What follows belongs to an exercise in optimizing a design on an open flow for small area; a production flow would make more cautious choices. Only simulation tests tie the RTL to the original design; equivalence was not proved. Power figures rest on the tool's default switching activity, not on a simulated workload.

==> flow/design.v, too long to show whole: its modules and the start of the top module <==
// module matrix_calc_s1: 753 lines
// module matrix_calc_s2: 8 lines
// module matrix_alu_top: 17 lines
module matrix_alu_top (
    input  wire        clk,
    input  wire        op,
    input  wire [31:0] A,
    input  wire [31:0] B,
    output reg  [31:0] C
);
  // ...
==> flow/flow/run.sh <==
#!/bin/bash
# Standard synthesis, then re-choose full-adder / gate output polarities to
# drop inverters (flow/fapol2.py), rebalance xor trees by estimated
# arrival (flow/xorbal.py), then the standard layout with the
# smallest buffer on the ports.
set -euo pipefail
NET=orfs/results/sky130hd/matrix_alu_top/base/1_2_yosys.v
bash standard.sh synth > synth.log 2>&1
cp $NET synth_orig.v
python3 flow/fapol2.py synth_orig.v synth_fapol.v > fapol.log 2>&1
python3 flow/xorbal.py synth_fapol.v $NET > xorbal.log 2>&1
touch $NET
bash standard.sh synth > synth_odb.log 2>&1
export BUFFER_PORTS_ARGS="-buffer_cell sky130_fd_sc_hd__buf_1"
export CTS_ARGS="-sink_clustering_enable -repair_clock_nets -dont_use_dummy_load -sink_clustering_size 24 -sink_clustering_max_diameter 80 -buf_list {sky130_fd_sc_hd__clkbuf_8}"
bash standard.sh finish > finish.log 2>&1
==> flow/flow/fapol2.py <==
#!/usr/bin/env python3
"""Re-choose signal polarities in a mapped sky130hd netlist to need fewer
inverters and smaller gates.

A full adder is self-dual, fa(~a,~b,~c) = (~cout, ~sum), so each one may run
on inverted signals. Two-input AND-type gates absorb inversions on any pin
(and2/nand2/nor2/or2/nor2b/nand2b), xor gates absorb input inversions, and a
few gates have a complementary twin. Half adders are split into an xor and an
AND-type gate (same area as ha_1). Inverters are then placed only where a
signal is still needed in the other polarity. The choice is made by
simulated annealing on area.
usage: fapol2.py IN.v OUT.v"""
import re, sys, random, math

PFX = 'sky130_fd_sc_hd__'
OUTPINS = {'X', 'Y', 'Q', 'Q_N', 'SUM', 'COUT', 'HI', 'LO'}
AREA = {'inv_1': 3.7536, 'nand2_1': 3.7536, 'and2_1': 6.256, 'nor2_1': 3.7536,
        'or2_1': 6.256, 'xor2_1': 8.7584, 'xnor2_1': 8.7584, 'a21oi_1': 5.0048,
        'a21o_1': 7.5072, 'o21ai_0': 5.0048, 'o21a_1': 7.5072, 'a22oi_1': 7.5072,
        'a22o_1': 8.7584, 'nor2b_1': 6.256, 'or2b_1': 7.5072, 'nand2b_1': 6.256,
        'and2b_1': 7.5072, 'nand3_1': 5.0048, 'and3_1': 6.256, 'nor3_1': 5.0048,
        'or3_1': 6.256, 'o22ai_1': 6.256, 'o22a_1': 8.7584, 'xnor3_1': 22.5216,
        'xor3_1': 23.7728}
INV = AREA['inv_1']
TWINS = {}
for a, b in [('a21o_1', 'a21oi_1'), ('o21a_1', 'o21ai_0'), ('a22o_1', 'a22oi_1'),
             ('and3_1', 'nand3_1'), ('or3_1', 'nor3_1'), ('o22a_1', 'o22ai_1')]:
    TWINS[a] = b
    TWINS[b] = a
YOUT = {'nand2_1', 'nor2_1', 'xnor2_1', 'a21oi_1', 'o21ai_0', 'a22oi_1', 'nor2b_1',
        'nand2b_1', 'nand3_1', 'nor3_1', 'o22ai_1', 'inv_1'}
# AND-type gates: type -> (pin a, pin b, la, lb, lo, out pin):
# out = lo ^ ((a ^ la) & (b ^ lb))
ANDT = {'and2_1': ('A', 'B', 0, 0, 0), 'nand2_1': ('A', 'B', 0, 0, 1),
        'nor2_1': ('A', 'B', 1, 1, 0), 'or2_1': ('A', 'B', 1, 1, 1),
        'nor2b_1': ('A', 'B_N', 1, 0, 0), 'or2b_1': ('A', 'B_N', 1, 0, 1),
        'and2b_1': ('A_N', 'B', 1, 0, 0), 'nand2b_1': ('A_N', 'B', 1, 0, 1)}
# realisation of (la, lb, lo): (type, pin for a, pin for b)
REAL = {(0, 0, 0): ('and2_1', 'A', 'B'), (0, 0, 1): ('nand2_1', 'A', 'B'),
        (1, 1, 0): ('nor2_1', 'A', 'B'), (1, 1, 1): ('or2_1', 'A', 'B'),
        (1, 0, 0): ('nor2b_1', 'A', 'B_N'), (1, 0, 1): ('nand2b_1', 'A_N', 'B'),
        (0, 1, 0): ('nor2b_1', 'B_N', 'A'), (0, 1, 1): ('nand2b_1', 'B', 'A_N')}
XORT = {'xor2_1': 0, 'xnor2_1': 1, 'xor3_1': 0, 'xnor3_1': 1}

src = open(sys.argv[1]).read()
cell_re = re.compile(r'^  (' + PFX + r'\w+)\s+(\S+)\s*\((.*?)\n  \);\n', re.S | re.M)
pin_re = re.compile(r'\.(\w+)\(([^()]*)\)')

cells = []
spans = []
for m in cell_re.finditer(src):
    t, n, body = m.group(1)[len(PFX):], m.group(2), m.group(3)
    pins = [(p, v.strip()) for p, v in pin_re.findall(body)]
    spans.append(m.span())
    if t.startswith('ha_'):
        d = dict(pins)
        cells.append({'t': 'xor2_1', 'n': n + '_hx', 'pins': [('A', d['A']), ('B', d['B']), ('X', d.get('SUM', ''))]})
        cells.append({'t': 'and2_1', 'n': n + '_ha', 'pins': [('A', d['A']), ('B', d['B']), ('X', d.get('COUT', ''))]})
    else:
        cells.append({'t': t, 'n': n, 'pins': pins})

drv = {}
for i, c in enumerate(cells):
    for p, v in c['pins']:
        if v and p in OUTPINS:
            drv[v] = (i, p)

def is_inv(c):
    return c['t'].startswith('inv_') or c['t'].startswith('clkinv')

ports = set()
for m in re.finditer(r'^\s*(input|output)\s*(\[[^\]]*\])?\s*([^;]+);', src, re.M):
    for nm in m.group(3).split(','):
        ports.add(nm.strip())
def is_port_net(v):
    return v.split('[')[0].strip() in ports

def root(v):
    pol = 0
    while v in drv and is_inv(cells[drv[v][0]]):
        v = dict(cells[drv[v][0]]['pins'])['A']
        pol ^= 1
    return v, pol

def kind(c):
    t = c['t']
    if t.startswith('fa_'):
        return 'fa'
    if t in ANDT:
        return 'and'
    if t in XORT:
        return 'xor'
    if t in TWINS:
        return 'twin'
    return 'fixed'

K = [kind(c) for c in cells]
flippable = [i for i, c in enumerate(cells) if not is_inv(c) and K[i] != 'fixed'
             and any(p in OUTPINS and v for p, v in c['pins'])]
flipset = set(flippable)

# loads: base signal -> list of (cell, pin, pol)
loads = {}
inpins = {}   # cell -> list of (pin, base, pol)
keep_inv = set()
for i, c in enumerate(cells):
    if is_inv(c):
        if is_port_net(dict(c['pins'])['Y']):
            keep_inv.add(i)
            s, pol = root(dict(c['pins'])['Y'])
            loads.setdefault(s, []).append((i, 'PORT', pol))
        continue
    inpins[i] = []
    for p, v in c['pins']:
        if not v or p in OUTPINS:
            continue
        s, pol = root(v)
        loads.setdefault(s, []).append((i, p, pol))
        inpins[i].append((p, s, pol))

f = [0] * len(cells)

def provided(s):
    if s in drv:
        i = drv[s][0]
        if i in flipset:
            return f[i]
    return 0

def sig_cost(s):
    prov = provided(s)
    for i, p, pol in loads.get(s, []):
        if p == 'PORT':
            w = pol
        elif K[i] in ('and', 'xor'):
            continue
        elif K[i] == 'fa':
            w = pol ^ f[i]
        else:
            w = pol
        if w != prov:
            return INV
    return 0.0

def and_flags(i):
    c = cells[i]
    pa, pb, la, lb, lo = ANDT[c['t']]
    d = {p: (s, pol) for p, s, pol in inpins[i]}
    sa, pola = d[pa]
    sb, polb = d[pb]
    return (la ^ pola ^ provided(sa), lb ^ polb ^ provided(sb), lo ^ f[i])

def cell_area(i):
    k = K[i]
    t = cells[i]['t']
    if k == 'and':
        return AREA[REAL[and_flags(i)][0]]
    if k == 'twin':
        return AREA[TWINS[t]] if f[i] else AREA[t]
    return 0.0

# neighbourhoods
outsig = {i: [v for p, v in cells[i]['pins'] if p in OUTPINS and v] for i in range(len(cells))}
aff_sigs, aff_cells = {}, {}
for i in flippable:
    ss = set(outsig[i])
    if K[i] == 'fa':
        ss |= {s for p, s, pol in inpins[i]}
    aff_sigs[i] = list(ss)
    cs = {i}
    for s in outsig[i]:
        for j, p, pol in loads.get(s, []):
            if p != 'PORT' and K[j] == 'and':
                cs.add(j)
    aff_cells[i] = list(cs)

def local(i):
    return sum(sig_cost(s) for s in aff_sigs[i]) + sum(cell_area(j) for j in aff_cells[i])

def delta(i):
    b = local(i)
    f[i] ^= 1
    a = local(i)
    f[i] ^= 1
    return a - b

allsig = set(loads)
def total():
    return sum(sig_cost(s) for s in allsig) + sum(cell_area(i) for i in range(len(cells)))

start = total()
rnd = random.Random(1)
cur = start
best, bestf = start, f[:]
steps = 400000
for k in range(steps):
    T = 4.0 * (1 - k / steps) + 0.01
    i = flippable[rnd.randrange(len(flippable))]
    d = delta(i)
    if d <= 0 or rnd.random() < math.exp(-d / T):
        f[i] ^= 1
        cur += d
        if cur < best - 1e-9:
            best, bestf = cur, f[:]
f = bestf
print(f'fapol2: cost {start:.1f} -> {total():.1f}, flipped {sum(f)} of {len(flippable)}', file=sys.stderr)

# ---- rewrite ----
def esc(v):
    v = v.strip()
    return v + ' ' if v.startswith('\\') else v

newinv = {}
def inv_net(s):
    if s not in newinv:
        base = s[1:] if s.startswith('\\') else s
        newinv[s] = '\\' + base + '_fpinv'
    return newinv[s]

def net_for(s, want):
    return s if want == provided(s) else inv_net(s)

body = []
def emit(t, n, pins):
    body.append(f'  {PFX}{t} {n} (\n' + ',\n'.join(f'    .{p}({esc(v)})' for p, v in pins) + '\n  );\n')

for i, c in enumerate(cells):
    t = c['t']
    if is_inv(c):
        if i in keep_inv:
            d = dict(c['pins'])
            s, pol = root(d['A'])
            emit(t, c['n'], [('A', net_for(s, pol)), ('Y', d['Y'])])
        continue
    k = K[i]
    if k == 'and':
        la, lb, lo = and_flags(i)
        nt, qa, qb = REAL[(la, lb, lo)]
        pa, pb = ANDT[t][0], ANDT[t][1]
        d = {p: s for p, s, pol in inpins[i]}
        out = outsig[i][0] if outsig[i] else ''
        emit(nt, c['n'], [(qa, d[pa]), (qb, d[pb]), ('Y' if nt in YOUT else 'X', out)])
        continue
    if k == 'xor':
        par = XORT[t] ^ f[i]
        for p, s, pol in inpins[i]:
            par ^= pol ^ provided(s)
        three = t.startswith('x') and t[-3] == '3' or '3_' in t
        nt = ('xnor3_1' if par else 'xor3_1') if '3' in t.split('_')[0] else ('xnor2_1' if par else 'xor2_1')
        pins = []
        for p, v in c['pins']:
            if p in OUTPINS:
                pins.append(('Y' if nt in YOUT else 'X', v))
            else:
                pins.append((p, root(v)[0]))
        emit(nt, c['n'], pins)
        continue
    nt = TWINS[t] if (k == 'twin' and f[i]) else t
    pins = []
    for p, v in c['pins']:
        if p in OUTPINS or not v:
            if k == 'twin' and f[i] and p in ('X', 'Y'):
                p = 'Y' if nt in YOUT else 'X'
            pins.append((p, v))
            continue
        s, pol = root(v)
        w = pol ^ (f[i] if k == 'fa' else 0)
        pins.append((p, net_for(s, w)))
    emit(nt, c['n'], pins)

for k_, (s, nm) in enumerate(sorted(newinv.items())):
    emit('inv_1', f'fpinv_{k_}', [('A', s), ('Y', nm)])

wires = ''.join(f'  wire {esc(nm)};\n' for s, nm in sorted(newinv.items()))
head = src[:spans[0][0]]
tail = src[spans[-1][1]:]
open(sys.argv[2], 'w').write(head + wires + ''.join(body) + tail)
==> flow/flow/xorbal.py <==
#!/usr/bin/env python3
"""Rebuild chains/trees of 2-input xor gates in a mapped sky130hd netlist so
that late-arriving inputs pass through fewer gates (Huffman order on a rough
arrival-time estimate). Same function, same number of gates.
usage: xorbal.py IN.v OUT.v"""
import re, sys, heapq

PFX = 'sky130_fd_sc_hd__'
OUTPINS = {'X', 'Y', 'Q', 'Q_N', 'SUM', 'COUT', 'HI', 'LO'}
DEL = {'fa': {'SUM': 0.48, 'COUT': 0.40}, 'ha': {'SUM': 0.25, 'COUT': 0.2},
       'xor2': 0.20, 'xnor2': 0.20, 'nand2': 0.10, 'nor2': 0.12, 'inv': 0.06,
       'buf': 0.15, 'clkbuf': 0.3}
DX = 0.20

src = open(sys.argv[1]).read()
cell_re = re.compile(r'^  (' + PFX + r'\w+)\s+(\S+)\s*\((.*?)\n  \);\n', re.S | re.M)
pin_re = re.compile(r'\.(\w+)\(([^()]*)\)')
cells, spans = [], []
for m in cell_re.finditer(src):
    t, n, body = m.group(1)[len(PFX):], m.group(2), m.group(3)
    cells.append({'t': t, 'n': n, 'pins': [(p, v.strip()) for p, v in pin_re.findall(body)]})
    spans.append(m.span())

drv, loads = {}, {}
for i, c in enumerate(cells):
    for p, v in c['pins']:
        if not v:
            continue
        if p in OUTPINS:
            drv[v] = (i, p)
        else:
            loads.setdefault(v, []).append((i, p))

def fam(t):
    return t.rsplit('_', 1)[0]

def is_x2(i):
    return fam(cells[i]['t']) in ('xor2', 'xnor2')

# arrival estimate (seq outputs / ports at 0)
arr = {}
def arrival(v, depth=0):
    if v in arr:
        return arr[v]
    if v not in drv or depth > 500:
        arr[v] = 0.0
        return 0.0
    i, p = drv[v]
    c = cells[i]
    f = fam(c['t'])
    if f.startswith('df'):
        a = 0.35
    else:
        ins = [arrival(w, depth + 1) for q, w in c['pins'] if q not in OUTPINS and w]
        d = DEL.get(f, 0.2)
        if isinstance(d, dict):
            d = d.get(p, 0.4)
        a = (max(ins) if ins else 0.0) + d
    arr[v] = a
    return a

sys.setrecursionlimit(10000)
for v in list(drv):
    arrival(v)

def outnet(i):
    return [v for p, v in cells[i]['pins'] if p in OUTPINS][0]

# a tree root: an xor2 whose output is not consumed solely by one xor2
internal = set()
for i, c in enumerate(cells):
    if not is_x2(i):
        continue
    o = outnet(i)
    ls = loads.get(o, [])
    if len(ls) == 1 and is_x2(ls[0][0]) and not re.match(r'^(C|A|B)\[', o):
        internal.add(i)

removed = set()
newcells = {}
cnt = 0
changed = 0
for r, c in enumerate(cells):
    if not is_x2(r) or r in internal:
        continue
    # collect leaves
    nodes, leaves, par = [], [], 0
    stack = [r]
    while stack:
        i = stack.pop()
        nodes.append(i)
        if fam(cells[i]['t']) == 'xnor2':
            par ^= 1
        for p, v in cells[i]['pins']:
            if p in OUTPINS:
                continue
            if v in drv and drv[v][0] in internal and drv[v][0] not in nodes:
                stack.append(drv[v][0])
            else:
                leaves.append(v)
    if len(nodes) < 3:
        continue
    old_depth = arr[outnet(r)]
    h = [(arrival(v), k, v) for k, v in enumerate(leaves)]
    heapq.heapify(h)
    names = [cells[i]['n'] for i in nodes if i != r]
    build = []
    k = len(leaves)
    while len(h) > 2:
        a1, _, v1 = heapq.heappop(h)
        a2, _, v2 = heapq.heappop(h)
        cnt += 1
        nn = f'\\xb_{cnt}'
        build.append(('xor2_1', names.pop(), [('A', v1), ('B', v2), ('X', nn)]))
        k += 1
        heapq.heappush(h, (max(a1, a2) + DX, k, nn))
    a1, _, v1 = heapq.heappop(h)
    a2, _, v2 = heapq.heappop(h)
    new_depth = max(a1, a2) + DX
    build.append(('xnor2_1' if par else 'xor2_1', cells[r]['n'],
                  [('A', v1), ('B', v2), ('Y' if par else 'X', outnet(r))]))
    for i in nodes:
        removed.add(i)
    newcells[r] = build
    if new_depth < old_depth - 1e-6:
        changed += 1

print(f'xorbal: rebuilt {len(newcells)} xor trees, {changed} faster', file=sys.stderr)

def esc(v):
    return v + ' ' if v.startswith('\\') else v

body, wires = [], []
for i, c in enumerate(cells):
    if i in newcells:
        for t, n, pins in newcells[i]:
            body.append(f'  {PFX}{t} {n} (\n' + ',\n'.join(f'    .{p}({esc(v)})' for p, v in pins) + '\n  );\n')
            for p, v in pins:
                if v.startswith('\\xb_'):
                    wires.append(f'  wire {esc(v)};\n')
        continue
    if i in removed:
        continue
    body.append(f'  {PFX}{c["t"]} {c["n"]} (\n' + ',\n'.join(f'    .{p}({esc(v)})' for p, v in c['pins']) + '\n  );\n')
wires = sorted(set(wires))
open(sys.argv[2], 'w').write(src[:spans[0][0]] + ''.join(wires) + ''.join(body) + src[spans[-1][1]:])
==> flow/standard.sh <==
#!/bin/bash
# synth_recipe.tcl (not shown) runs the flow's synth.tcl, then flattens the netlist and writes it again
# the make line also repeats each setting of config.mk as NAME=value (left out here)
make -C /OpenROAD-flow-scripts/flow DESIGN_CONFIG=/design/flow/config.mk WORK_HOME=/design/flow/orfs CLKGATE_MAP_FILE= SYNTH_SCRIPT=/design/flow/synth_recipe.tcl "${@:-finish}"
==> flow/config.mk <==
export PLATFORM = sky130hd
export DESIGN_NAME = matrix_alu_top
export DESIGN_NICKNAME = matrix_alu_top
export VERILOG_FILES = /design/flow/design.v
export SDC_FILE = /design/flow/constraint.sdc
export NUM_CORES = 4
export LEC_CHECK = 0
export CAP_MARGIN = 20
export CORE_MARGIN = 2
export CORE_UTILIZATION = 40
export GPL_TIMING_DRIVEN = 0
export SLEW_MARGIN = 20
==> flow/constraint.sdc <==
create_clock -name core_clock -period 5.2 [get_ports {clk}]
set_input_delay 1.0400 -clock core_clock [delete_from_list [all_inputs] [get_ports {clk}]]
set_output_delay 1.0400 -clock core_clock [all_outputs]
set_load 0.01 [all_outputs]
==> metrics.yaml, run 1 <==
fill_cells: 1791
yosysWarnings: 1
grt.overflow.total: 0
relSlewSlack_pct: 49.3
clkPwrFrac_pct: 12.5
nFlopsAndLatches: 64
top_power_group: "combinational cells"
final_layout_size_suffix_gt1_share_pct: 5.80
power.internal_uw: 1580
fmax_mhz: 197
met2_usage_pct: 35.8
dieWidth_um: 139
peakVddDrop_mv: 0.212
globalplace.congestion: 0.941
fin_util_pct: 45.2
fin_nets: 1078
syn_area_mm2: 0.00733
die_h_um: 139
min_path_type: "reg2reg"
holdWs_ns: 0.324
dpl_worst_slack_ns: -1.21
crit_start: "op"
final_max_slew_viol_count: 0
cp-start-kind: "primary input"
antenna_found_initial: 1
min_path_cells: 0
root_buffer: "clkbuf_8"
grt_pass1_wl_mm: 32.2
htreeDepth: 3
p_sw_uw: 1020
wl_met3_mm: 1.58
pwr-share-seq_pct: 29.5
postCtsSetupBuffers: 0
worstSetupPathType: "in2reg"
final_common_cell: "nand2_1"
min_period_over_period_pct: 97.7
cts_resized: 17
first_global_vias: 5840
status: "timing/DRC/antenna clean"
io-pin-count: 98
finalWorstSetupSlack_ns: 0.120
wl_per_cell_um: 19.1
p_clk_uw: 326
==> module matrix_calc_s1, before the edit <==
module matrix_calc_s1(
    input  wire        op,
    input  wire [31:0] A, B,
    output wire [31:0] S
);
    wire [7:0] a11 = A[31:24], a12 = A[23:16], a21 = A[15:8], a22 = A[7:0];
    wire [7:0] b11 = B[31:24], b12 = B[23:16], b21 = B[15:8], b22 = B[7:0];
    wire [7:0] g11 = {b11[7:1] & {7{~op}}, b11[0] | op};
    wire [7:0] g22 = {b22[7:1] & {7{~op}}, b22[0] | op};
    wire [7:0] g21 = b21 & {8{~op}};
    wire [7:0] g12 = b12 & {8{~op}};
    wire p1 = a11[0] & g11[0];
    wire p2 = a11[0] & g11[1];
    wire p3 = a11[0] & g11[2];
    wire p4 = a11[0] & g11[3];
    wire p5 = a11[0] & g11[4];
    wire p6 = a11[0] & g11[5];
    wire p7 = a11[0] & g11[6];
    wire p8 = a11[0] & g11[7];
    wire p9 = a11[1] & g11[0];
    wire p10 = a11[1] & g11[1];
    wire p11 = a11[1] & g11[2];
    wire p12 = a11[1] & g11[3];
    wire p13 = a11[1] & g11[4];
    wire p14 = a11[1] & g11[5];
    wire p15 = a11[1] & g11[6];
    wire p16 = a11[2] & g11[0];
    wire p17 = a11[2] & g11[1];
    wire p18 = a11[2] & g11[2];
    wire p19 = a11[2] & g11[3];
    wire p20 = a11[2] & g11[4];
    wire p21 = a11[2] & g11[5];
    wire p22 = a11[3] & g11[0];
    wire p23 = a11[3] & g11[1];
    wire p24 = a11[3] & g11[2];
    wire p25 = a11[3] & g11[3];
    wire p26 = a11[3] & g11[4];
    wire p27 = a11[4] & g11[0];
    wire p28 = a11[4] & g11[1];
    wire p29 = a11[4] & g11[2];
    wire p30 = a11[4] & g11[3];
    wire p31 = a11[5] & g11[0];
    wire p32 = a11[5] & g11[1];
    wire p33 = a11[5] & g11[2];
    wire p34 = a11[6] & g11[0];
    wire p35 = a11[6] & g11[1];
    wire p36 = a11[7] & g11[0];
    wire p37 = (a12[0] & g21[0]) | (op & b11[0]);
    wire p38 = a12[0] & g21[1];
    wire p39 = a12[0] & g21[2];
    wire p40 = a12[0] & g21[3];
    wire p41 = a12[0] & g21[4];
    wire p42 = a12[0] & g21[5];
    wire p43 = a12[0] & g21[6];
    wire p44 = a12[0] & g21[7];
    wire p45 = (a12[1] & g21[0]) | (op & b11[1]);
    wire p46 = a12[1] & g21[1];
    wire p47 = a12[1] & g21[2];
    wire p48 = a12[1] & g21[3];
    wire p49 = a12[1] & g21[4];
    wire p50 = a12[1] & g21[5];
    wire p51 = a12[1] & g21[6];
    wire p52 = (a12[2] & g21[0]) | (op & b11[2]);
    wire p53 = a12[2] & g21[1];
    wire p54 = a12[2] & g21[2];
    wire p55 = a12[2] & g21[3];
    wire p56 = a12[2] & g21[4];
    wire p57 = a12[2] & g21[5];
    wire p58 = (a12[3] & g21[0]) | (op & b11[3]);
    wire p59 = a12[3] & g21[1];
    wire p60 = a12[3] & g21[2];
    wire p61 = a12[3] & g21[3];
    wire p62 = a12[3] & g21[4];
    wire p63 = (a12[4] & g21[0]) | (op & b11[4]);
    wire p64 = a12[4] & g21[1];
    wire p65 = a12[4] & g21[2];
    wire p66 = a12[4] & g21[3];
    wire p67 = (a12[5] & g21[0]) | (op & b11[5]);
    wire p68 = a12[5] & g21[1];
    wire p69 = a12[5] & g21[2];
    wire p70 = (a12[6] & g21[0]) | (op & b11[6]);
    wire p71 = a12[6] & g21[1];
    wire p72 = (a12[7] & g21[0]) | (op & b11[7]);
    wire s73 = p1 ^ p37;
    wire c74 = p1 & p37;
    wire s75 = p2 ^ p38 ^ p45;
    wire c76 = (p2 & p38) | (p2 & p45) | (p38 & p45);
    wire s77 = p9 ^ c74 ^ s75;
    wire c78 = (p9 & c74) | (p9 & s75) | (c74 & s75);
    wire s79 = p10 ^ p16 ^ p3;
    wire c80 = (p10 & p16) | (p10 & p3) | (p16 & p3);
    wire s81 = p39 ^ p46 ^ p52;
    wire c82 = (p39 & p46) | (p39 & p52) | (p46 & p52);
    wire s83 = c76 ^ s79 ^ s81;
    wire c84 = (c76 & s79) | (c76 & s81) | (s79 & s81);
    wire s85 = c78 ^ s83;
    wire c86 = c78 & s83;
    wire s87 = p11 ^ p17 ^ p22;
    wire c88 = (p11 & p17) | (p11 & p22) | (p17 & p22);
    wire s89 = p4 ^ p40 ^ p47;
    wire c90 = (p4 & p40) | (p4 & p47) | (p40 & p47);
    wire s91 = p53 ^ p58 ^ c80;
    wire c92 = (p53 & p58) | (p53 & c80) | (p58 & c80);
    wire s93 = c82 ^ s87 ^ s89;
    wire c94 = (c82 & s87) | (c82 & s89) | (s87 & s89);
    wire s95 = c84 ^ s91 ^ s93;
    wire c96 = (c84 & s91) | (c84 & s93) | (s91 & s93);
    wire s97 = c86 ^ s95;
    wire c98 = c86 & s95;
    wire s99 = p12 ^ p18 ^ p23;
    wire c100 = (p12 & p18) | (p12 & p23) | (p18 & p23);
    wire s101 = p27 ^ p41 ^ p48;
    wire c102 = (p27 & p41) | (p27 & p48) | (p41 & p48);
    wire s103 = p5 ^ p54 ^ p59;
    wire c104 = (p5 & p54) | (p5 & p59) | (p54 & p59);
    wire s105 = p63 ^ c88 ^ c90;
    wire c106 = (p63 & c88) | (p63 & c90) | (c88 & c90);
    wire s107 = s101 ^ s103 ^ s99;
    wire c108 = (s101 & s103) | (s101 & s99) | (s103 & s99);
    wire s109 = c92 ^ c94 ^ s105;
    wire c110 = (c92 & c94) | (c92 & s105) | (c94 & s105);
    wire s111 = s107 ^ c96 ^ s109;
    wire c112 = (s107 & c96) | (s107 & s109) | (c96 & s109);
    wire s113 = c98 ^ s111;
    wire c114 = c98 & s111;
    wire s115 = p13 ^ p19 ^ p24;
    wire c116 = (p13 & p19) | (p13 & p24) | (p19 & p24);
    wire s117 = p28 ^ p31 ^ p42;
    wire c118 = (p28 & p31) | (p28 & p42) | (p31 & p42);
    wire s119 = p49 ^ p55 ^ p6;
    wire c120 = (p49 & p55) | (p49 & p6) | (p55 & p6);
    wire s121 = p60 ^ p64 ^ p67;
    wire c122 = (p60 & p64) | (p60 & p67) | (p64 & p67);
    wire s123 = c100 ^ c102 ^ c104;
    wire c124 = (c100 & c102) | (c100 & c104) | (c102 & c104);
    wire s125 = s115 ^ s117 ^ s119;
    wire c126 = (s115 & s117) | (s115 & s119) | (s117 & s119);
    wire s127 = s121 ^ c106 ^ c108;
    wire c128 = (s121 & c106) | (s121 & c108) | (c106 & c108);
    wire s129 = s123 ^ s125 ^ c110;
    wire c130 = (s123 & s125) | (s123 & c110) | (s125 & c110);
    wire s131 = s127 ^ c112 ^ s129;
    wire c132 = (s127 & c112) | (s127 & s129) | (c112 & s129);
    wire s133 = c114 ^ s131;
    wire c134 = c114 & s131;
    wire s135 = p14 ^ p20 ^ p25;
    wire c136 = (p14 & p20) | (p14 & p25) | (p20 & p25);
    wire s137 = p29 ^ p32 ^ p34;
    wire c138 = (p29 & p32) | (p29 & p34) | (p32 & p34);
    wire s139 = p43 ^ p50 ^ p56;
    wire c140 = (p43 & p50) | (p43 & p56) | (p50 & p56);
    wire s141 = p61 ^ p65 ^ p68;
    wire c142 = (p61 & p65) | (p61 & p68) | (p65 & p68);
    wire s143 = p7 ^ p70 ^ c116;
    wire c144 = (p7 & p70) | (p7 & c116) | (p70 & c116);
    wire s145 = c118 ^ c120 ^ c122;
    wire c146 = (c118 & c120) | (c118 & c122) | (c120 & c122);
    wire s147 = s135 ^ s137 ^ s139;
    wire c148 = (s135 & s137) | (s135 & s139) | (s137 & s139);
    wire s149 = s141 ^ c124 ^ c126;
    wire c150 = (s141 & c124) | (s141 & c126) | (c124 & c126);
    wire s151 = s143 ^ s145 ^ s147;
    wire c152 = (s143 & s145) | (s143 & s147) | (s145 & s147);
    wire s153 = c128 ^ s149 ^ s151;
    wire c154 = (c128 & s149) | (c128 & s151) | (s149 & s151);
    wire s155 = c130 ^ s153 ^ c132;
    wire c156 = (c130 & s153) | (c130 & c132) | (s153 & c132);
    wire s157 = c134 ^ s155;
    wire c158 = c134 & s155;
    wire x159 = p15 ^ p21;
    wire x160 = p26 ^ p30;
    wire x161 = p33 ^ p35;
    wire x162 = p36 ^ p44;
    wire x163 = p51 ^ p57;
    wire x164 = p62 ^ p66;
    wire x165 = p69 ^ p71;
    wire x166 = p72 ^ p8;
    wire x167 = x159 ^ x160;
    wire x168 = x161 ^ x162;
    wire x169 = x163 ^ x164;
    wire x170 = x165 ^ x166;
    wire x171 = x167 ^ x168;
    wire x172 = x169 ^ x170;
    wire x173 = c136 ^ c138;
    wire x174 = c140 ^ c142;
    wire x175 = x171 ^ x172;
    wire x176 = x173 ^ x174;
    wire x177 = x175 ^ x176;
    wire x178 = c144 ^ c146;
    wire x179 = c148 ^ x177;
    wire x180 = x178 ^ x179;
    wire x181 = c150 ^ c152;
    wire x182 = x180 ^ x181;
    wire x183 = x182 ^ c154;
    wire x184 = x183 ^ c156;
    wire x185 = x184 ^ c158;
    wire p186 = a12[0] & g22[0];
    wire p187 = a12[0] & g22[1];
    wire p188 = a12[0] & g22[2];
    wire p189 = a12[0] & g22[3];
    wire p190 = a12[0] & g22[4];
    wire p191 = a12[0] & g22[5];
    wire p192 = a12[0] & g22[6];
    wire p193 = a12[0] & g22[7];
    wire p194 = a12[1] & g22[0];
    wire p195 = a12[1] & g22[1];
    wire p196 = a12[1] & g22[2];
    wire p197 = a12[1] & g22[3];
    wire p198 = a12[1] & g22[4];
    wire p199 = a12[1] & g22[5];
    wire p200 = a12[1] & g22[6];
    wire p201 = a12[2] & g22[0];
    wire p202 = a12[2] & g22[1];
    wire p203 = a12[2] & g22[2];
    wire p204 = a12[2] & g22[3];
    wire p205 = a12[2] & g22[4];
    wire p206 = a12[2] & g22[5];
    wire p207 = a12[3] & g22[0];
    wire p208 = a12[3] & g22[1];
    wire p209 = a12[3] & g22[2];
    wire p210 = a12[3] & g22[3];
    wire p211 = a12[3] & g22[4];
    wire p212 = a12[4] & g22[0];
    wire p213 = a12[4] & g22[1];
    wire p214 = a12[4] & g22[2];
    wire p215 = a12[4] & g22[3];
    wire p216 = a12[5] & g22[0];
    wire p217 = a12[5] & g22[1];
    wire p218 = a12[5] & g22[2];
    wire p219 = a12[6] & g22[0];
    wire p220 = a12[6] & g22[1];
    wire p221 = a12[7] & g22[0];
    wire p222 = (a11[0] & g12[0]) | (op & b12[0]);
    wire p223 = a11[0] & g12[1];
    wire p224 = a11[0] & g12[2];
    wire p225 = a11[0] & g12[3];
    wire p226 = a11[0] & g12[4];
    wire p227 = a11[0] & g12[5];
    wire p228 = a11[0] & g12[6];
    wire p229 = a11[0] & g12[7];
    wire p230 = (a11[1] & g12[0]) | (op & b12[1]);
    wire p231 = a11[1] & g12[1];
    wire p232 = a11[1] & g12[2];
    wire p233 = a11[1] & g12[3];
    wire p234 = a11[1] & g12[4];
    wire p235 = a11[1] & g12[5];
    wire p236 = a11[1] & g12[6];
    wire p237 = (a11[2] & g12[0]) | (op & b12[2]);
    wire p238 = a11[2] & g12[1];
    wire p239 = a11[2] & g12[2];
    wire p240 = a11[2] & g12[3];
    wire p241 = a11[2] & g12[4];
    wire p242 = a11[2] & g12[5];
    wire p243 = (a11[3] & g12[0]) | (op & b12[3]);
    wire p244 = a11[3] & g12[1];
    wire p245 = a11[3] & g12[2];
    wire p246 = a11[3] & g12[3];
    wire p247 = a11[3] & g12[4];
    wire p248 = (a11[4] & g12[0]) | (op & b12[4]);
    wire p249 = a11[4] & g12[1];
    wire p250 = a11[4] & g12[2];
    wire p251 = a11[4] & g12[3];
    wire p252 = (a11[5] & g12[0]) | (op & b12[5]);
    wire p253 = a11[5] & g12[1];
    wire p254 = a11[5] & g12[2];
    wire p255 = (a11[6] & g12[0]) | (op & b12[6]);
    wire p256 = a11[6] & g12[1];
    wire p257 = (a11[7] & g12[0]) | (op & b12[7]);
    wire s258 = p186 ^ p222;
    wire c259 = p186 & p222;
    wire s260 = p187 ^ p194 ^ p223;
    wire c261 = (p187 & p194) | (p187 & p223) | (p194 & p223);
    wire s262 = p230 ^ c259 ^ s260;
    wire c263 = (p230 & c259) | (p230 & s260) | (c259 & s260);
    wire s264 = p188 ^ p195 ^ p201;
    wire c265 = (p188 & p195) | (p188 & p201) | (p195 & p201);
    wire s266 = p224 ^ p231 ^ p237;
    wire c267 = (p224 & p231) | (p224 & p237) | (p231 & p237);
    wire s268 = c261 ^ s264 ^ s266;
    wire c269 = (c261 & s264) | (c261 & s266) | (s264 & s266);
    wire s270 = c263 ^ s268;
    wire c271 = c263 & s268;
    wire s272 = p189 ^ p196 ^ p202;
    wire c273 = (p189 & p196) | (p189 & p202) | (p196 & p202);
    wire s274 = p207 ^ p225 ^ p232;
    wire c275 = (p207 & p225) | (p207 & p232) | (p225 & p232);
    wire s276 = p238 ^ p243 ^ c265;
    wire c277 = (p238 & p243) | (p238 & c265) | (p243 & c265);
    wire s278 = c267 ^ s272 ^ s274;
    wire c279 = (c267 & s272) | (c267 & s274) | (s272 & s274);
    wire s280 = c269 ^ s276 ^ s278;
    wire c281 = (c269 & s276) | (c269 & s278) | (s276 & s278);
    wire s282 = c271 ^ s280;
    wire c283 = c271 & s280;
    wire s284 = p190 ^ p197 ^ p203;
    wire c285 = (p190 & p197) | (p190 & p203) | (p197 & p203);
    wire s286 = p208 ^ p212 ^ p226;
    wire c287 = (p208 & p212) | (p208 & p226) | (p212 & p226);
    wire s288 = p233 ^ p239 ^ p244;
    wire c289 = (p233 & p239) | (p233 & p244) | (p239 & p244);
    wire s290 = p248 ^ c273 ^ c275;
    wire c291 = (p248 & c273) | (p248 & c275) | (c273 & c275);
    wire s292 = s284 ^ s286 ^ s288;
    wire c293 = (s284 & s286) | (s284 & s288) | (s286 & s288);
    wire s294 = c277 ^ c279 ^ s290;
    wire c295 = (c277 & c279) | (c277 & s290) | (c279 & s290);
    wire s296 = s292 ^ c281 ^ s294;
    wire c297 = (s292 & c281) | (s292 & s294) | (c281 & s294);
    wire s298 = c283 ^ s296;
    wire c299 = c283 & s296;
    wire s300 = p191 ^ p198 ^ p204;
    wire c301 = (p191 & p198) | (p191 & p204) | (p198 & p204);
    wire s302 = p209 ^ p213 ^ p216;
    wire c303 = (p209 & p213) | (p209 & p216) | (p213 & p216);
    wire s304 = p227 ^ p234 ^ p240;
    wire c305 = (p227 & p234) | (p227 & p240) | (p234 & p240);
    wire s306 = p245 ^ p249 ^ p252;
    wire c307 = (p245 & p249) | (p245 & p252) | (p249 & p252);
    wire s308 = c285 ^ c287 ^ c289;
    wire c309 = (c285 & c287) | (c285 & c289) | (c287 & c289);
    wire s310 = s300 ^ s302 ^ s304;
    wire c311 = (s300 & s302) | (s300 & s304) | (s302 & s304);
    wire s312 = s306 ^ c291 ^ c293;
    wire c313 = (s306 & c291) | (s306 & c293) | (c291 & c293);
    wire s314 = s308 ^ s310 ^ c295;
    wire c315 = (s308 & s310) | (s308 & c295) | (s310 & c295);
    wire s316 = s312 ^ c297 ^ s314;
    wire c317 = (s312 & c297) | (s312 & s314) | (c297 & s314);
    wire s318 = c299 ^ s316;
    wire c319 = c299 & s316;
    wire s320 = p192 ^ p199 ^ p205;
    wire c321 = (p192 & p199) | (p192 & p205) | (p199 & p205);
    wire s322 = p210 ^ p214 ^ p217;
    wire c323 = (p210 & p214) | (p210 & p217) | (p214 & p217);
    wire s324 = p219 ^ p228 ^ p235;
    wire c325 = (p219 & p228) | (p219 & p235) | (p228 & p235);
    wire s326 = p241 ^ p246 ^ p250;
    wire c327 = (p241 & p246) | (p241 & p250) | (p246 & p250);
    wire s328 = p253 ^ p255 ^ c301;
    wire c329 = (p253 & p255) | (p253 & c301) | (p255 & c301);
    wire s330 = c303 ^ c305 ^ c307;
    wire c331 = (c303 & c305) | (c303 & c307) | (c305 & c307);
    wire s332 = s320 ^ s322 ^ s324;
    wire c333 = (s320 & s322) | (s320 & s324) | (s322 & s324);
    wire s334 = s326 ^ c309 ^ c311;
    wire c335 = (s326 & c309) | (s326 & c311) | (c309 & c311);
    wire s336 = s328 ^ s330 ^ s332;
    wire c337 = (s328 & s330) | (s328 & s332) | (s330 & s332);
    wire s338 = c313 ^ s334 ^ s336;
    wire c339 = (c313 & s334) | (c313 & s336) | (s334 & s336);
    wire s340 = c315 ^ s338 ^ c317;
    wire c341 = (c315 & s338) | (c315 & c317) | (s338 & c317);
    wire s342 = c319 ^ s340;
    wire c343 = c319 & s340;
    wire x344 = p193 ^ p200;
    wire x345 = p206 ^ p211;
    wire x346 = p215 ^ p218;
    wire x347 = p220 ^ p221;
    wire x348 = p229 ^ p236;
    wire x349 = p242 ^ p247;
    wire x350 = p251 ^ p254;
    wire x351 = p256 ^ p257;
    wire x352 = x344 ^ x345;
    wire x353 = x346 ^ x347;
    wire x354 = x348 ^ x349;
    wire x355 = x350 ^ x351;
    wire x356 = x352 ^ x353;
    wire x357 = x354 ^ x355;
    wire x358 = c321 ^ c323;
    wire x359 = c325 ^ c327;
    wire x360 = x356 ^ x357;
    wire x361 = x358 ^ x359;
    wire x362 = x360 ^ x361;
    wire x363 = c329 ^ c331;
    wire x364 = c333 ^ x362;
    wire x365 = x363 ^ x364;
    wire x366 = c335 ^ c337;
    wire x367 = x365 ^ x366;
    wire x368 = x367 ^ c339;
    wire x369 = x368 ^ c341;
    wire x370 = x369 ^ c343;
    wire p371 = a21[0] & g11[0];
    wire p372 = a21[0] & g11[1];
    wire p373 = a21[0] & g11[2];
    wire p374 = a21[0] & g11[3];
    wire p375 = a21[0] & g11[4];
    wire p376 = a21[0] & g11[5];
    wire p377 = a21[0] & g11[6];
    wire p378 = a21[0] & g11[7];
    wire p379 = a21[1] & g11[0];
    wire p380 = a21[1] & g11[1];
    wire p381 = a21[1] & g11[2];
    wire p382 = a21[1] & g11[3];
    wire p383 = a21[1] & g11[4];
    wire p384 = a21[1] & g11[5];
    wire p385 = a21[1] & g11[6];
    wire p386 = a21[2] & g11[0];
    wire p387 = a21[2] & g11[1];
    wire p388 = a21[2] & g11[2];
    wire p389 = a21[2] & g11[3];
    wire p390 = a21[2] & g11[4];
    wire p391 = a21[2] & g11[5];
    wire p392 = a21[3] & g11[0];
    wire p393 = a21[3] & g11[1];
    wire p394 = a21[3] & g11[2];
    wire p395 = a21[3] & g11[3];
    wire p396 = a21[3] & g11[4];
    wire p397 = a21[4] & g11[0];
    wire p398 = a21[4] & g11[1];
    wire p399 = a21[4] & g11[2];
    wire p400 = a21[4] & g11[3];
    wire p401 = a21[5] & g11[0];
    wire p402 = a21[5] & g11[1];
    wire p403 = a21[5] & g11[2];
    wire p404 = a21[6] & g11[0];
    wire p405 = a21[6] & g11[1];
    wire p406 = a21[7] & g11[0];
    wire p407 = (a22[0] & g21[0]) | (op & b21[0]);
    wire p408 = a22[0] & g21[1];
    wire p409 = a22[0] & g21[2];
    wire p410 = a22[0] & g21[3];
    wire p411 = a22[0] & g21[4];
    wire p412 = a22[0] & g21[5];
    wire p413 = a22[0] & g21[6];
    wire p414 = a22[0] & g21[7];
    wire p415 = (a22[1] & g21[0]) | (op & b21[1]);
    wire p416 = a22[1] & g21[1];
    wire p417 = a22[1] & g21[2];
    wire p418 = a22[1] & g21[3];
    wire p419 = a22[1] & g21[4];
    wire p420 = a22[1] & g21[5];
    wire p421 = a22[1] & g21[6];
    wire p422 = (a22[2] & g21[0]) | (op & b21[2]);
    wire p423 = a22[2] & g21[1];
    wire p424 = a22[2] & g21[2];
    wire p425 = a22[2] & g21[3];
    wire p426 = a22[2] & g21[4];
    wire p427 = a22[2] & g21[5];
    wire p428 = (a22[3] & g21[0]) | (op & b21[3]);
    wire p429 = a22[3] & g21[1];
    wire p430 = a22[3] & g21[2];
    wire p431 = a22[3] & g21[3];
    wire p432 = a22[3] & g21[4];
    wire p433 = (a22[4] & g21[0]) | (op & b21[4]);
    wire p434 = a22[4] & g21[1];
    wire p435 = a22[4] & g21[2];
    wire p436 = a22[4] & g21[3];
    wire p437 = (a22[5] & g21[0]) | (op & b21[5]);
    wire p438 = a22[5] & g21[1];
    wire p439 = a22[5] & g21[2];
    wire p440 = (a22[6] & g21[0]) | (op & b21[6]);
    wire p441 = a22[6] & g21[1];
    wire p442 = (a22[7] & g21[0]) | (op & b21[7]);
    wire s443 = p371 ^ p407;
    wire c444 = p371 & p407;
    wire s445 = p372 ^ p379 ^ p408;
    wire c446 = (p372 & p379) | (p372 & p408) | (p379 & p408);
    wire s447 = p415 ^ c444 ^ s445;
    wire c448 = (p415 & c444) | (p415 & s445) | (c444 & s445);
    wire s449 = p373 ^ p380 ^ p386;
    wire c450 = (p373 & p380) | (p373 & p386) | (p380 & p386);
    wire s451 = p409 ^ p416 ^ p422;
    wire c452 = (p409 & p416) | (p409 & p422) | (p416 & p422);
    wire s453 = c446 ^ s449 ^ s451;
    wire c454 = (c446 & s449) | (c446 & s451) | (s449 & s451);
    wire s455 = c448 ^ s453;
    wire c456 = c448 & s453;
    wire s457 = p374 ^ p381 ^ p387;
    wire c458 = (p374 & p381) | (p374 & p387) | (p381 & p387);
    wire s459 = p392 ^ p410 ^ p417;
    wire c460 = (p392 & p410) | (p392 & p417) | (p410 & p417);
    wire s461 = p423 ^ p428 ^ c450;
    wire c462 = (p423 & p428) | (p423 & c450) | (p428 & c450);
    wire s463 = c452 ^ s457 ^ s459;
    wire c464 = (c452 & s457) | (c452 & s459) | (s457 & s459);
    wire s465 = c454 ^ s461 ^ s463;
    wire c466 = (c454 & s461) | (c454 & s463) | (s461 & s463);
    wire s467 = c456 ^ s465;
    wire c468 = c456 & s465;
    wire s469 = p375 ^ p382 ^ p388;
    wire c470 = (p375 & p382) | (p375 & p388) | (p382 & p388);
    wire s471 = p393 ^ p397 ^ p411;
    wire c472 = (p393 & p397) | (p393 & p411) | (p397 & p411);
    wire s473 = p418 ^ p424 ^ p429;
    wire c474 = (p418 & p424) | (p418 & p429) | (p424 & p429);
    wire s475 = p433 ^ c458 ^ c460;
    wire c476 = (p433 & c458) | (p433 & c460) | (c458 & c460);
    wire s477 = s469 ^ s471 ^ s473;
    wire c478 = (s469 & s471) | (s469 & s473) | (s471 & s473);
    wire s479 = c462 ^ c464 ^ s475;
    wire c480 = (c462 & c464) | (c462 & s475) | (c464 & s475);
    wire s481 = s477 ^ c466 ^ s479;
    wire c482 = (s477 & c466) | (s477 & s479) | (c466 & s479);
    wire s483 = c468 ^ s481;
    wire c484 = c468 & s481;
    wire s485 = p376 ^ p383 ^ p389;
    wire c486 = (p376 & p383) | (p376 & p389) | (p383 & p389);
    wire s487 = p394 ^ p398 ^ p401;
    wire c488 = (p394 & p398) | (p394 & p401) | (p398 & p401);
    wire s489 = p412 ^ p419 ^ p425;
    wire c490 = (p412 & p419) | (p412 & p425) | (p419 & p425);
    wire s491 = p430 ^ p434 ^ p437;
    wire c492 = (p430 & p434) | (p430 & p437) | (p434 & p437);
    wire s493 = c470 ^ c472 ^ c474;
    wire c494 = (c470 & c472) | (c470 & c474) | (c472 & c474);
    wire s495 = s485 ^ s487 ^ s489;
    wire c496 = (s485 & s487) | (s485 & s489) | (s487 & s489);
    wire s497 = s491 ^ c476 ^ c478;
    wire c498 = (s491 & c476) | (s491 & c478) | (c476 & c478);
    wire s499 = s493 ^ s495 ^ c480;
    wire c500 = (s493 & s495) | (s493 & c480) | (s495 & c480);
    wire s501 = s497 ^ c482 ^ s499;
    wire c502 = (s497 & c482) | (s497 & s499) | (c482 & s499);
    wire s503 = c484 ^ s501;
    wire c504 = c484 & s501;
    wire s505 = p377 ^ p384 ^ p390;
    wire c506 = (p377 & p384) | (p377 & p390) | (p384 & p390);
    wire s507 = p395 ^ p399 ^ p402;
    wire c508 = (p395 & p399) | (p395 & p402) | (p399 & p402);
    wire s509 = p404 ^ p413 ^ p420;
    wire c510 = (p404 & p413) | (p404 & p420) | (p413 & p420);
    wire s511 = p426 ^ p431 ^ p435;
    wire c512 = (p426 & p431) | (p426 & p435) | (p431 & p435);
    wire s513 = p438 ^ p440 ^ c486;
    wire c514 = (p438 & p440) | (p438 & c486) | (p440 & c486);
    wire s515 = c488 ^ c490 ^ c492;
    wire c516 = (c488 & c490) | (c488 & c492) | (c490 & c492);
    wire s517 = s505 ^ s507 ^ s509;
    wire c518 = (s505 & s507) | (s505 & s509) | (s507 & s509);
    wire s519 = s511 ^ c494 ^ c496;
    wire c520 = (s511 & c494) | (s511 & c496) | (c494 & c496);
    wire s521 = s513 ^ s515 ^ s517;
    wire c522 = (s513 & s515) | (s513 & s517) | (s515 & s517);
    wire s523 = c498 ^ s519 ^ s521;
    wire c524 = (c498 & s519) | (c498 & s521) | (s519 & s521);
    wire s525 = c500 ^ s523 ^ c502;
    wire c526 = (c500 & s523) | (c500 & c502) | (s523 & c502);
    wire s527 = c504 ^ s525;
    wire c528 = c504 & s525;
    wire x529 = p378 ^ p385;
    wire x530 = p391 ^ p396;
    wire x531 = p400 ^ p403;
    wire x532 = p405 ^ p406;
    wire x533 = p414 ^ p421;
    wire x534 = p427 ^ p432;
    wire x535 = p436 ^ p439;
    wire x536 = p441 ^ p442;
    wire x537 = x529 ^ x530;
    wire x538 = x531 ^ x532;
    wire x539 = x533 ^ x534;
    wire x540 = x535 ^ x536;
    wire x541 = x537 ^ x538;
    wire x542 = x539 ^ x540;
    wire x543 = c506 ^ c508;
    wire x544 = c510 ^ c512;
    wire x545 = x541 ^ x542;
    wire x546 = x543 ^ x544;
    wire x547 = x545 ^ x546;
    wire x548 = c514 ^ c516;
    wire x549 = c518 ^ x547;
    wire x550 = x548 ^ x549;
    wire x551 = c520 ^ c522;
    wire x552 = x550 ^ x551;
    wire x553 = x552 ^ c524;
    wire x554 = x553 ^ c526;
    wire x555 = x554 ^ c528;
    wire p556 = a22[0] & g22[0];
    wire p557 = a22[0] & g22[1];
    wire p558 = a22[0] & g22[2];
    wire p559 = a22[0] & g22[3];
    wire p560 = a22[0] & g22[4];
    wire p561 = a22[0] & g22[5];
    wire p562 = a22[0] & g22[6];
    wire p563 = a22[0] & g22[7];
    wire p564 = a22[1] & g22[0];
    wire p565 = a22[1] & g22[1];
    wire p566 = a22[1] & g22[2];
    wire p567 = a22[1] & g22[3];
    wire p568 = a22[1] & g22[4];
    wire p569 = a22[1] & g22[5];
    wire p570 = a22[1] & g22[6];
    wire p571 = a22[2] & g22[0];
    wire p572 = a22[2] & g22[1];
    wire p573 = a22[2] & g22[2];
    wire p574 = a22[2] & g22[3];
    wire p575 = a22[2] & g22[4];
    wire p576 = a22[2] & g22[5];
    wire p577 = a22[3] & g22[0];
    wire p578 = a22[3] & g22[1];
    wire p579 = a22[3] & g22[2];
    wire p580 = a22[3] & g22[3];
    wire p581 = a22[3] & g22[4];
    wire p582 = a22[4] & g22[0];
    wire p583 = a22[4] & g22[1];
    wire p584 = a22[4] & g22[2];
    wire p585 = a22[4] & g22[3];
    wire p586 = a22[5] & g22[0];
    wire p587 = a22[5] & g22[1];
    wire p588 = a22[5] & g22[2];
    wire p589 = a22[6] & g22[0];
    wire p590 = a22[6] & g22[1];
    wire p591 = a22[7] & g22[0];
    wire p592 = (a21[0] & g12[0]) | (op & b22[0]);
    wire p593 = a21[0] & g12[1];
    wire p594 = a21[0] & g12[2];
    wire p595 = a21[0] & g12[3];
    wire p596 = a21[0] & g12[4];
    wire p597 = a21[0] & g12[5];
    wire p598 = a21[0] & g12[6];
    wire p599 = a21[0] & g12[7];
    wire p600 = (a21[1] & g12[0]) | (op & b22[1]);
    wire p601 = a21[1] & g12[1];
    wire p602 = a21[1] & g12[2];
    wire p603 = a21[1] & g12[3];
    wire p604 = a21[1] & g12[4];
    wire p605 = a21[1] & g12[5];
    wire p606 = a21[1] & g12[6];
    wire p607 = (a21[2] & g12[0]) | (op & b22[2]);
    wire p608 = a21[2] & g12[1];
    wire p609 = a21[2] & g12[2];
    wire p610 = a21[2] & g12[3];
    wire p611 = a21[2] & g12[4];
    wire p612 = a21[2] & g12[5];
    wire p613 = (a21[3] & g12[0]) | (op & b22[3]);
    wire p614 = a21[3] & g12[1];
    wire p615 = a21[3] & g12[2];
    wire p616 = a21[3] & g12[3];
    wire p617 = a21[3] & g12[4];
    wire p618 = (a21[4] & g12[0]) | (op & b22[4]);
    wire p619 = a21[4] & g12[1];
    wire p620 = a21[4] & g12[2];
    wire p621 = a21[4] & g12[3];
    wire p622 = (a21[5] & g12[0]) | (op & b22[5]);
    wire p623 = a21[5] & g12[1];
    wire p624 = a21[5] & g12[2];
    wire p625 = (a21[6] & g12[0]) | (op & b22[6]);
    wire p626 = a21[6] & g12[1];
    wire p627 = (a21[7] & g12[0]) | (op & b22[7]);
    wire s628 = p556 ^ p592;
    wire c629 = p556 & p592;
    wire s630 = p557 ^ p564 ^ p593;
    wire c631 = (p557 & p564) | (p557 & p593) | (p564 & p593);
    wire s632 = p600 ^ c629 ^ s630;
    wire c633 = (p600 & c629) | (p600 & s630) | (c629 & s630);
    wire s634 = p558 ^ p565 ^ p571;
    wire c635 = (p558 & p565) | (p558 & p571) | (p565 & p571);
    wire s636 = p594 ^ p601 ^ p607;
    wire c637 = (p594 & p601) | (p594 & p607) | (p601 & p607);
    wire s638 = c631 ^ s634 ^ s636;
    wire c639 = (c631 & s634) | (c631 & s636) | (s634 & s636);
    wire s640 = c633 ^ s638;
    wire c641 = c633 & s638;
    wire s642 = p559 ^ p566 ^ p572;
    wire c643 = (p559 & p566) | (p559 & p572) | (p566 & p572);
    wire s644 = p577 ^ p595 ^ p602;
    wire c645 = (p577 & p595) | (p577 & p602) | (p595 & p602);
    wire s646 = p608 ^ p613 ^ c635;
    wire c647 = (p608 & p613) | (p608 & c635) | (p613 & c635);
    wire s648 = c637 ^ s642 ^ s644;
    wire c649 = (c637 & s642) | (c637 & s644) | (s642 & s644);
    wire s650 = c639 ^ s646 ^ s648;
    wire c651 = (c639 & s646) | (c639 & s648) | (s646 & s648);
    wire s652 = c641 ^ s650;
    wire c653 = c641 & s650;
    wire s654 = p560 ^ p567 ^ p573;
    wire c655 = (p560 & p567) | (p560 & p573) | (p567 & p573);
    wire s656 = p578 ^ p582 ^ p596;
    wire c657 = (p578 & p582) | (p578 & p596) | (p582 & p596);
    wire s658 = p603 ^ p609 ^ p614;
    wire c659 = (p603 & p609) | (p603 & p614) | (p609 & p614);
    wire s660 = p618 ^ c643 ^ c645;
    wire c661 = (p618 & c643) | (p618 & c645) | (c643 & c645);
    wire s662 = s654 ^ s656 ^ s658;
    wire c663 = (s654 & s656) | (s654 & s658) | (s656 & s658);
    wire s664 = c647 ^ c649 ^ s660;
    wire c665 = (c647 & c649) | (c647 & s660) | (c649 & s660);
    wire s666 = s662 ^ c651 ^ s664;
    wire c667 = (s662 & c651) | (s662 & s664) | (c651 & s664);
    wire s668 = c653 ^ s666;
    wire c669 = c653 & s666;
    wire s670 = p561 ^ p568 ^ p574;
    wire c671 = (p561 & p568) | (p561 & p574) | (p568 & p574);
    wire s672 = p579 ^ p583 ^ p586;
    wire c673 = (p579 & p583) | (p579 & p586) | (p583 & p586);
    wire s674 = p597 ^ p604 ^ p610;
    wire c675 = (p597 & p604) | (p597 & p610) | (p604 & p610);
    wire s676 = p615 ^ p619 ^ p622;
    wire c677 = (p615 & p619) | (p615 & p622) | (p619 & p622);
    wire s678 = c655 ^ c657 ^ c659;
    wire c679 = (c655 & c657) | (c655 & c659) | (c657 & c659);
    wire s680 = s670 ^ s672 ^ s674;
    wire c681 = (s670 & s672) | (s670 & s674) | (s672 & s674);
    wire s682 = s676 ^ c661 ^ c663;
    wire c683 = (s676 & c661) | (s676 & c663) | (c661 & c663);
    wire s684 = s678 ^ s680 ^ c665;
    wire c685 = (s678 & s680) | (s678 & c665) | (s680 & c665);
    wire s686 = s682 ^ c667 ^ s684;
    wire c687 = (s682 & c667) | (s682 & s684) | (c667 & s684);
    wire s688 = c669 ^ s686;
    wire c689 = c669 & s686;
    wire s690 = p562 ^ p569 ^ p575;
    wire c691 = (p562 & p569) | (p562 & p575) | (p569 & p575);
    wire s692 = p580 ^ p584 ^ p587;
    wire c693 = (p580 & p584) | (p580 & p587) | (p584 & p587);
    wire s694 = p589 ^ p598 ^ p605;
    wire c695 = (p589 & p598) | (p589 & p605) | (p598 & p605);
    wire s696 = p611 ^ p616 ^ p620;
    wire c697 = (p611 & p616) | (p611 & p620) | (p616 & p620);
    wire s698 = p623 ^ p625 ^ c671;
    wire c699 = (p623 & p625) | (p623 & c671) | (p625 & c671);
    wire s700 = c673 ^ c675 ^ c677;
    wire c701 = (c673 & c675) | (c673 & c677) | (c675 & c677);
    wire s702 = s690 ^ s692 ^ s694;
    wire c703 = (s690 & s692) | (s690 & s694) | (s692 & s694);
    wire s704 = s696 ^ c679 ^ c681;
    wire c705 = (s696 & c679) | (s696 & c681) | (c679 & c681);
    wire s706 = s698 ^ s700 ^ s702;
    wire c707 = (s698 & s700) | (s698 & s702) | (s700 & s702);
    wire s708 = c683 ^ s704 ^ s706;
    wire c709 = (c683 & s704) | (c683 & s706) | (s704 & s706);
    wire s710 = c685 ^ s708 ^ c687;
    wire c711 = (c685 & s708) | (c685 & c687) | (s708 & c687);
    wire s712 = c689 ^ s710;
    wire c713 = c689 & s710;
    wire x714 = p563 ^ p570;
    wire x715 = p576 ^ p581;
    wire x716 = p585 ^ p588;
    wire x717 = p590 ^ p591;
    wire x718 = p599 ^ p606;
    wire x719 = p612 ^ p617;
    wire x720 = p621 ^ p624;
    wire x721 = p626 ^ p627;
    wire x722 = x714 ^ x715;
    wire x723 = x716 ^ x717;
    wire x724 = x718 ^ x719;
    wire x725 = x720 ^ x721;
    wire x726 = x722 ^ x723;
    wire x727 = x724 ^ x725;
    wire x728 = c691 ^ c693;
    wire x729 = c695 ^ c697;
    wire x730 = x726 ^ x727;
    wire x731 = x728 ^ x729;
    wire x732 = x730 ^ x731;
    wire x733 = c699 ^ c701;
    wire x734 = c703 ^ x732;
    wire x735 = x733 ^ x734;
    wire x736 = c705 ^ c707;
    wire x737 = x735 ^ x736;
    wire x738 = x737 ^ c709;
    wire x739 = x738 ^ c711;
    wire x740 = x739 ^ c713;
    assign S = {s628, s632, s640, s652, s668, s688, s712, x740, s443, s447, s455, s467, s483, s503, s527, x555, s258, s262, s270, s282, s298, s318, s342, x370, s73, s77, s85, s97, s113, s133, s157, x185};
endmodule
==> module matrix_calc_s2, before the edit <==
module matrix_calc_s2(
    input  wire [31:0] S,
    output wire [31:0] C
);
    wire x185, s157, s133, s113, s97, s85, s77, s73, x370, s342, s318, s298, s282, s270, s262, s258, x555, s527, s503, s483, s467, s455, s447, s443, x740, s712, s688, s668, s652, s640, s632, s628;
    assign {s628, s632, s640, s652, s668, s688, s712, x740, s443, s447, s455, s467, s483, s503, s527, x555, s258, s262, s270, s282, s298, s318, s342, x370, s73, s77, s85, s97, s113, s133, s157, x185} = S;
    assign C = {x185, s157, s133, s113, s97, s85, s77, s73, x370, s342, s318, s298, s282, s270, s262, s258, x555, s527, s503, s483, s467, s455, s447, s443, x740, s712, s688, s668, s652, s640, s632, s628};
endmodule
==> module matrix_alu_top, before the edit <==
module matrix_alu_top (
    input  wire        clk,
    input  wire        op,
    input  wire [31:0] A,
    input  wire [31:0] B,
    output reg  [31:0] C
);
wire [31:0] s_w;
reg  [31:0] s_r;
wire [31:0] c_w;
always @(posedge clk) begin
    s_r <= s_w;
    C   <= c_w;
end
matrix_calc_s1 st1 (.op(op), .A(A), .B(B), .S(s_w));
matrix_calc_s2 st2 (.S(s_r), .C(c_w));
endmodule
==> run 2: changes to the inputs <==
--- a/flow/design.v
+++ b/flow/design.v
@@ -1,7 +1,7 @@
 module matrix_calc_s1(
     input  wire        op,
     input  wire [31:0] A, B,
-    output wire [31:0] S
+    output wire [35:0] S
 );
     wire [7:0] a11 = A[31:24], a12 = A[23:16], a21 = A[15:8], a22 = A[7:0];
     wire [7:0] b11 = B[31:24], b12 = B[23:16], b21 = B[15:8], b22 = B[7:0];
@@ -193,7 +193,6 @@
     wire x182 = x180 ^ x181;
     wire x183 = x182 ^ c154;
     wire x184 = x183 ^ c156;
-    wire x185 = x184 ^ c158;
     wire p186 = a12[0] & g22[0];
     wire p187 = a12[0] & g22[1];
     wire p188 = a12[0] & g22[2];
@@ -378,7 +377,6 @@
     wire x367 = x365 ^ x366;
     wire x368 = x367 ^ c339;
     wire x369 = x368 ^ c341;
-    wire x370 = x369 ^ c343;
     wire p371 = a21[0] & g11[0];
     wire p372 = a21[0] & g11[1];
     wire p373 = a21[0] & g11[2];
@@ -563,7 +561,6 @@
     wire x552 = x550 ^ x551;
     wire x553 = x552 ^ c524;
     wire x554 = x553 ^ c526;
-    wire x555 = x554 ^ c528;
     wire p556 = a22[0] & g22[0];
     wire p557 = a22[0] & g22[1];
     wire p558 = a22[0] & g22[2];
@@ -748,15 +745,18 @@
     wire x737 = x735 ^ x736;
     wire x738 = x737 ^ c709;
     wire x739 = x738 ^ c711;
-    wire x740 = x739 ^ c713;
-    assign S = {s628, s632, s640, s652, s668, s688, s712, x740, s443, s447, s455, s467, s483, s503, s527, x555, s258, s262, s270, s282, s298, s318, s342, x370, s73, s77, s85, s97, s113, s133, s157, x185};
+    assign S = {c713, x739, c528, x554, c343, x369, c158, x184, s628, s632, s640, s652, s668, s688, s712, s443, s447, s455, s467, s483, s503, s527, s258, s262, s270, s282, s298, s318, s342, s73, s77, s85, s97, s113, s133, s157};
 endmodule
 module matrix_calc_s2(
-    input  wire [31:0] S,
+    input  wire [35:0] S,
     output wire [31:0] C
 );
-    wire x185, s157, s133, s113, s97, s85, s77, s73, x370, s342, s318, s298, s282, s270, s262, s258, x555, s527, s503, s483, s467, s455, s447, s443, x740, s712, s688, s668, s652, s640, s632, s628;
-    assign {s628, s632, s640, s652, s668, s688, s712, x740, s443, s447, s455, s467, s483, s503, s527, x555, s258, s262, s270, s282, s298, s318, s342, x370, s73, s77, s85, s97, s113, s133, s157, x185} = S;
+    wire s157, s133, s113, s97, s85, s77, s73, s342, s318, s298, s282, s270, s262, s258, s527, s503, s483, s467, s455, s447, s443, s712, s688, s668, s652, s640, s632, s628, x184, c158, x369, c343, x554, c528, x739, c713;
+    assign {c713, x739, c528, x554, c343, x369, c158, x184, s628, s632, s640, s652, s668, s688, s712, s443, s447, s455, s467, s483, s503, s527, s258, s262, s270, s282, s298, s318, s342, s73, s77, s85, s97, s113, s133, s157} = S;
+    wire x185 = x184 ^ c158;
+    wire x370 = x369 ^ c343;
+    wire x555 = x554 ^ c528;
+    wire x740 = x739 ^ c713;
     assign C = {x185, s157, s133, s113, s97, s85, s77, s73, x370, s342, s318, s298, s282, s270, s262, s258, x555, s527, s503, s483, s467, s455, s447, s443, x740, s712, s688, s668, s652, s640, s632, s628};
 endmodule
 module matrix_alu_top (
@@ -766,8 +766,8 @@
     input  wire [31:0] B,
     output reg  [31:0] C
 );
-wire [31:0] s_w;
-reg  [31:0] s_r;
+wire [35:0] s_w;
+reg  [35:0] s_r;
 wire [31:0] c_w;
 always @(posedge clk) begin
     s_r <= s_w;
--- a/flow/config.mk
+++ b/flow/config.mk
@@ -7,6 +7,6 @@
 export LEC_CHECK = 0
 export CAP_MARGIN = 20
 export CORE_MARGIN = 2
-export CORE_UTILIZATION = 40
+export CORE_UTILIZATION = 60
 export GPL_TIMING_DRIVEN = 0
 export SLEW_MARGIN = 20
==> metrics.yaml, run 2 <==
finalHoldViolCount: 0  # unchanged
fmax_mhz: 203  # was 197 MHz
maxCapViolCount: 0  # unchanged
cp-start-kind: "primary input"  # unchanged
wl_per_cell_um: 19.4  # was 19.1 um
coreArea_mm2: 0.0121  # was 0.0180 mm^2
crit_path_cell_trace: "clkbuf_2 -> clkbuf_4 -> nor2b_1 -> clkbuf_1 -> nand2_1 -> fa_1 -> fa_1 -> fa_1 -> fa_1 -> fa_1 -> fa_1 -> xor2_1"  # was buf_2 -> clkbuf_4 -> clkbuf_4 -> buf_4 -> buf_4 -> a22oi_1 -> fa_1 -> fa_1 -> fa_1 -> fa_1 -> fa_1 -> fa_1 -> nand2b_1 -> xor2_1
largest-register: "s_r"
cts_tree: "done"  # unchanged
swShare_pct: 39.3  # about the same
crit_path_top_delay_cell: "clkbuf_1"  # was fa_1
slowest_delay_ns: 0.49  # was 0.47 ns
worst_clock_skew_ns: 0.0108  # was 0.00717 ns
worstSkewPairLatency_ns: 0.37  # was 0.36 ns
p_per_area_mw_per_mm2: 322  # was 321 mW/mm^2
numPortBuffers: 90  # was 82
cts_sinks: 68  # was 64
relSlewSlack_pct: 52.0  # was 49.3%
area_growth_pct: 9.52  # was 10.9%
start_util_pct: 61.7  # was 40.8%
power.internal_uw: 1600  # was 1580 uW
numCtsBuffers: 9  # unchanged
total_leakage_power_uw: 0.00275  # was 0.00270 uW
worstSetupPathType: "in2reg"  # unchanged
cpLargestDelayFamily: "adder cells"  # unchanged
cp_common_cell: "fa_1"  # unchanged
p_sw_uw: 1030  # was 1020 uW
yosysWarnings: 1  # unchanged
tightest_slew_ns: 0.719  # was 0.758 ns
cp.required_ns: 5.45  # about the same
via_count: 5896  # was 5,625
num_antenna_cells: 0  # was 1
clkTransAtPathRegs_ns: 0.07  # was 0.06 ns
drtPass1Iterations: 5  # was 6
holdWs_ns: 0.321  # was 0.324 ns
antenna_left: 0  # unchanged
clkPwrFrac_pct: 12.5  # about the same
cts_buffer_depth: 2  # unchanged
syn_area_mm2: 0.00744  # was 0.00733 mm^2
first_iter_violations: 512  # was 541
final_common_cell: "nand2_1"  # unchanged
grt.overflow.total: 0  # unchanged
final_layout_size_suffix_gt1_share_pct: 4.40  # was 5.80%
reg_top3: "s_r: 36 flops, C: 32 flops"  # was C: 32 flops, s_r: 32 flops
postCtsHoldBufs: 0  # unchanged
die_area_mm2: 0.0133  # was 0.0194 mm^2
first_global_vias: 6364  # was 5,840
grt_start_max_net_pins: 15  # was 11
peakVddDrop_mv: 0.323  # was 0.212 mV
globalplace.congestion: 0.951  # was 0.941
rsz0062_at_grt: "no"  # unchanged
grt_usage_pct: 34.1  # was 22.1%
syn_avg_cell_area_um2: 9.44  # was 9.50 um^2
finalSetupViolations: 0  # unchanged
root_buffer: "clkbuf_8"  # unchanged
dieWidth_um: 115  # was 139 um
grt_pass1_wl_mm: 33.3  # was 32.2 mm
min_period_ns: 4.93  # was 5.08 ns
die_h_um: 115  # was 139 um
rows: 40  # was 49
viasPerCell: 5.59  # was 5.15
antenna_found_initial: 0  # was 1
pwr-share-seq_pct: 31.0  # was 29.5%
synth_nets: 1002  # was 985
status: "timing/DRC/antenna clean"  # unchanged
htreeDepth: 3  # unchanged
endpoint_kind: "flop"  # unchanged
hpwl_mm: 16.5  # was 16.6 mm
min_period_over_period_pct: 94.7  # was 97.7%
power_uw: 2630  # was 2610 uW
wl_mm: 20.5  # was 20.9 mm
pwr-share-comb_pct: 56.5  # was 58.0%
largest_register_ffs: 36
syn_inst: 788  # was 771
min_path_type: "reg2reg"  # unchanged
final_max_slew_viol_count: 0  # unchanged
io-pin-count: 98  # unchanged
mostFrequentLayoutCells: "266 x nand2_1, 148 x fa_1, 94 x xor2_1"  # was 260 x nand2_1, 148 x fa_1, 101 x xor2_1
route.detailed.drc: 0  # unchanged
worst-path-max-fanout: 10  # unchanged
postCtsSetupBuffers: 0  # unchanged
crit_arrival_ns: 5.18  # was 5.33 ns
path_buf_inv: 3  # was 5
fin_nets: 1102  # was 1,078
run 2: final timing paths:
check          start  endpoint  slack, ns  depth (start not counted)
min reg2reg  s_r[25]      C[2]       0.32                          0
max reg2reg  s_r[31]     C[23]       4.63                          1
max               op   s_r[14]       0.27                         12
min          s_r[25]      C[2]       0.32                          0
run 2: power by group through the flow:
stage	Combinational (uW)	Clock (uW)	Sequential, uW
floorplan	1080	0	878
detailed placement	1490	0	829
CTS	1500	340	818
finish	1480	329	815
global route	1690	361	835
global placement	1440	0	817
run 2: layout make-up:
cell class | count | area (um^2)
multi-input combinational | 667 | 5890
inverter | 12 | 45.0
clock buffer | 9 | 124
sequential | 68 | 1360
fill | 1011 | 3910
buffer | 40 | 180
tap | 168 | 210
timing repair buffer | 90 | 338
run 2: stage by stage:
step / instances / setup TNS, ns / instance area, um^2 / worst slack, ns / utilization (%)
after detailed placement: 1046 / -10.05 / 7990 / -0.825 / 66.2
after global routing: 1054 / 0 / 8150 / 0.0486 / 67.6
after global placement: 1046 / -9.02 / 7990 / -0.792 / 66.2
after floorplan: 788 / 0 / 7440 / 0.0158 / -
after CTS: 1054 / 0 / 8130 / 0.00357 / 67.4
final: 1054 / 0 / 8150 / 0.273 / 67.6
run 2: repair_timing:
action,4_1_cts,5_1_grt
cloned,0,0
endpoints found under the setup margin,13,12
resized for setup,10,18
run 2: metal layers:
layer / GRT usage (%) / vias to the layer above / wire length [um]
li1: - / 2586 / -
met1: 43.2 / 2895 / 7510
met2: 56.1 / 360 / 9910
met3: 8.43 / 55 / 2380
met4: 14.1 / 0 / 674
met5: 0 / - / 0

Re-timed with assumed drivers on the ports (clkbuf_16 on the clock, buf_2 on other inputs), run 2 has 0.262 ns of setup slack against 0.273 ns with ideal ports, and -0.138 ns once port delays also move by the mid clock arrival of 0.400 ns.
